Context: an optimization exercise on an open-source flow, tuned for small area and a short achievable clock period. The choices shown serve that exercise and are no tape-out recipe. Only simulation tests tie the RTL to the original design; equivalence was not proved. Power and IR drop assume default switching activity.

job 6354:
==> flow/design.v (excerpt) <==
module neural_network (
    input wire clk,
    input wire reset,
    input wire changes,
    input wire [1:0] selector_output,
    input wire [7:0] data_in,
    output wire [7:0] network_outputs
);
wire st_in, st_buff, st_out;
wire n_in, n_hold, n_out, p_take, p_keep;
machine machine_inst (
    .clk(clk), .reset(reset), .changes(changes),
    .st_in(st_in), .st_buff(st_buff), .st_out(st_out),
    .n_in(n_in), .n_hold(n_hold), .n_out(n_out), .p_take(p_take), .p_keep(p_keep)
);
wire [191:0] p;
register_parameters reg_params_inst (
    .clk(clk), .take(p_take), .keep(p_keep), .data_in(data_in), .p(p)
);
wire [7:0] x0, x1, x2, x3;
wire [7:0] s0, s1, s2, s3;
wire [3:0] neg_r;
shift_register_inputs shift_reg_inst (
    .clk(clk), .n_in(n_in), .n_hold(n_hold), .n_out(n_out),
    .data_in(data_in), .selector_output(selector_output),
    .s0(s0), .s1(s1), .s2(s2), .s3(s3), .neg_r(neg_r),
    .x0(x0), .x1(x1), .x2(x2), .x3(x3),
    .network_outputs(network_outputs)
);
wire [7:0] w00 = p[7:0];
wire [7:0] w01 = p[15:8];
wire [7:0] w02 = p[23:16];
wire [7:0] w03 = p[31:24];
wire [7:0] b0 = p[39:32];
wire [7:0] th0 = p[47:40];
wire [7:0] w10 = p[55:48];
wire [7:0] w11 = p[63:56];
wire [7:0] w12 = p[71:64];
wire [7:0] w13 = p[79:72];
wire [7:0] b1 = p[87:80];
wire [7:0] th1 = p[95:88];
wire [7:0] w20 = p[103:96];
wire [7:0] w21 = p[111:104];
wire [7:0] w22 = p[119:112];
wire [7:0] w23 = p[127:120];
wire [7:0] b2 = p[135:128];
wire [7:0] th2 = p[143:136];
wire [7:0] w30 = p[151:144];
wire [7:0] w31 = p[159:152];
wire [7:0] w32 = p[167:160];
wire [7:0] w33 = p[175:168];
wire [7:0] b3 = p[183:176];
wire [7:0] th3 = p[191:184];
  ...
For scale: ~2,000 cells after synthesis, roughly 240 flip-flops, ~21 I/O pins, ~20,000 um^2 of cells after synthesis.
==> flow/config.mk <==
export PLATFORM = sky130hd
export DESIGN_NAME = neural_network
export DESIGN_NICKNAME = neural_network
export VERILOG_FILES = /design/flow/design.v
export SDC_FILE = /design/flow/constraint.sdc
export NUM_CORES = 4
export LEC_CHECK = 0
export CAP_MARGIN = 20
export CORE_MARGIN = 2
export CORE_UTILIZATION = 40
export PLACE_DENSITY = 0.8
export SETUP_SLACK_MARGIN = 3.25
export SLEW_MARGIN = 20
export SYNTH_HIERARCHICAL = 1
==> flow/constraint.sdc <==
create_clock -name core_clock -period 9.0 [get_ports {clk}]
set_input_delay 1.8000 -clock core_clock [delete_from_list [all_inputs] [get_ports {clk}]]
set_output_delay 1.8000 -clock core_clock [all_outputs]
set_load 0.01 [all_outputs]
run.sh (not shown) runs the stock make flow with config.mk's settings and CLKGATE_MAP_FILE= SYNTH_SCRIPT=/design/flow/synth_recipe.tcl, a recipe that flattens the netlist after the stock synthesis.
Job 6354: PASS, flow complete, no timing, DRC or antenna violations
#### Input delta (job 7140 over job 6354)
- clearing PLACE_DENSITY, which used to be 0.8
- swapping 3.25 for 3.5 in SETUP_SLACK_MARGIN
==> summary.txt <==
Taking job 6354 as the reference point, the minimum setup slack in the final design of job 7140 rises by 0.21 ns. Changes observed in job 7140 relative to job 6354: arrival time of the worst setup path saw a decrease, count of fill cells added during filler insertion now larger, setup slack after placement picked up an extra 0.018 ns, part of the total power dissipated in combinational logic higher. Side by side, final design instance area without fill turned out higher in job 7140 than in job 6354.

* * *

neural_network again, from the RTL that the note above started with.
Settings: LEC_CHECK=0, CAP_MARGIN=20, CORE_MARGIN=2, CORE_UTILIZATION=40, SETUP_SLACK_MARGIN=3.4, SLEW_MARGIN=20, SYNTH_HIERARCHICAL=1; clock period 9.0 ns.
The baseline completed without violations.
Next try:
==> flow/flow/run.sh (new file) <==
#!/bin/bash
# The standard layout with its standard synthesis unchanged; the only
# difference is MATCH_CELL_FOOTPRINT=0, which lets timing repair resize cells
# to footprints other than the one synthesis chose. ORFS writes each tool's
# log under orfs/logs; make's own output goes to standard.log.
set -euo pipefail
bash standard.sh MATCH_CELL_FOOTPRINT=0 finish > standard.log 2>&1
==> flow/standard.sh (new file) <==
#!/bin/bash
# synth_recipe.tcl (not shown) runs the flow's synth.tcl, then flattens the netlist and writes it again
# the make line also repeats each setting of config.mk as NAME=value (left out here)
make -C /OpenROAD-flow-scripts/flow DESIGN_CONFIG=/design/flow/config.mk WORK_HOME=/design/flow/orfs CLKGATE_MAP_FILE= SYNTH_SCRIPT=/design/flow/synth_recipe.tcl "${@:-finish}"
Settings changed: SETUP_SLACK_MARGIN 3.4 to 3.25.
removed: flow/run.sh
Effect: Routed wire length is lower by 5.1%; sequential cell count is unchanged; via count is lower by 1.8%; critical path depth is lower by 3; design area is lower by 2.6%; power is lower by 1.5%; count of clock-buffer cells in the layout stays the same; utilization is lower by 1.2 points.
Next try:
==> flow/run.sh (new file) <==
#!/bin/bash
# synth_recipe.tcl (not shown) runs the flow's synth.tcl, then flattens the netlist and writes it again
# the make line also repeats each setting of config.mk as NAME=value (left out here)
make -C /OpenROAD-flow-scripts/flow DESIGN_CONFIG=/design/flow/config.mk WORK_HOME=/design/flow/orfs CLKGATE_MAP_FILE= SYNTH_SCRIPT=/design/flow/synth_recipe.tcl finish
Settings changed: SETUP_SLACK_MARGIN 3.25 to 3.
removed: flow/flow/run.sh
removed: flow/standard.sh
The new run completed without violations.
Total power went down by 0.42%.
Routed wire length went down by 0.74%.
Sequential power is about the same.
Non-clock buffer count went down by 9.
Synthesized area stays the same.
Next try:
Settings changed: CTS_CLUSTER_DIAMETER set to 80, CTS_CLUSTER_SIZE set to 30, SETUP_SLACK_MARGIN 3 to 3.5.
After rerunning: The new run passed the timing, design-rule and antenna checks. Design area increases by 5.9%. Setup slack gains 350 ps. Wire length rises by 7.3%. Register-to-register slack improves by 350 ps. Sequential share of layout area is lower by 0.79 points. Flip-flop and latch count is unchanged. Fmax went up by 6.5%. Final cell count went up by 1.1%. Worst hold slack improves by 4.2 ps. Via count rises by 2.5%.
Next try:
Settings changed: CTS_CLUSTER_DIAMETER 80 to not set, CTS_CLUSTER_SIZE 30 to not set, PLACE_DENSITY set to 0.7, SETUP_SLACK_MARGIN 3.5 to 3.25.
After rerunning: Routed wire length went down by 3.6%; via count rises by 1.6%; fmax came out lower by 4.2%; cell count came out lower by 0.41%; cell area drops by 3.1%.
Next try:
Settings changed: PLACE_DENSITY 0.7 to not set.
Effect: The new run produced a clean layout. Worst setup slack is better by 95 ps. Final area is lower by 1.3%. Worst hold slack is worse by 6.4 ps. Fmax went up by 1.7%. Total power decreases by 3.3%.

* * *

neural_network again, from the RTL that the note above started with.
make LEC_CHECK=0 CAP_MARGIN=20 CORE_MARGIN=2 CORE_UTILIZATION=40 SETUP_SLACK_MARGIN=3.75 SLEW_MARGIN=20 SYNTH_HIERARCHICAL=1 finish   # period 9.0 ns
Stock flow here: none of the scripts above is used.
Next try:
- SETUP_SLACK_MARGIN: 3.75 -> 4.5
Effect: Total power fell by 5.1%; critical path depth is lower by 1; routed wire length increases by 1.1%; final cell count came out higher by 1.4%; design area rose by 2.8%; core utilization climbs by 1.3 points; worst setup slack is better by 110 ps; hold slack got worse by 3.6 ps.

-- afterwards: timing with drivers on the ports --
In the flow no input, the clock included, has a driving cell. The finished layouts below were timed again as built, in two steps.
Step 1: set_driving_cell puts a clkbuf_16 on clk and a buf_2 on each other input, an assumption about the parent block.
Step 2 moves the port delays by t, midway between the first and last clock arrival at a register: inputs arrive t later, outputs are due t later. That takes back most of the time a late clock gives input paths.
Slacks: ideal / step 1 / step 2; pairs: ideal / step 1.
run	t, ns	setup slack, ns	worst slew at a driven data input, ns
job 6354	0.605	3.387 / 3.387 / 3.387	0.05
job 7140	0.627	3.594 / 3.594 / 3.594	0.04
the first run of note 2	0.625	3.520 / 3.520 / 3.520	0.04
the second run of note 2	0.622	3.443 / 3.443 / 3.443	0.04
the third run of note 2	0.623	3.234 / 3.234 / 3.234	0.04
the fourth run of note 2	0.593	3.586 / 3.586 / 3.586	0.04
the fifth run of note 2	0.611	3.348 / 3.348 / 3.348	0.03
the sixth run of note 2	0.622	3.443 / 3.443 / 3.443	0.04
the first run of note 3	0.633	3.549 / 3.549 / 3.549	0.04
the second run of note 3	0.627	3.661 / 3.661 / 3.661	0.03
After both steps every run listed still meets setup and hold.
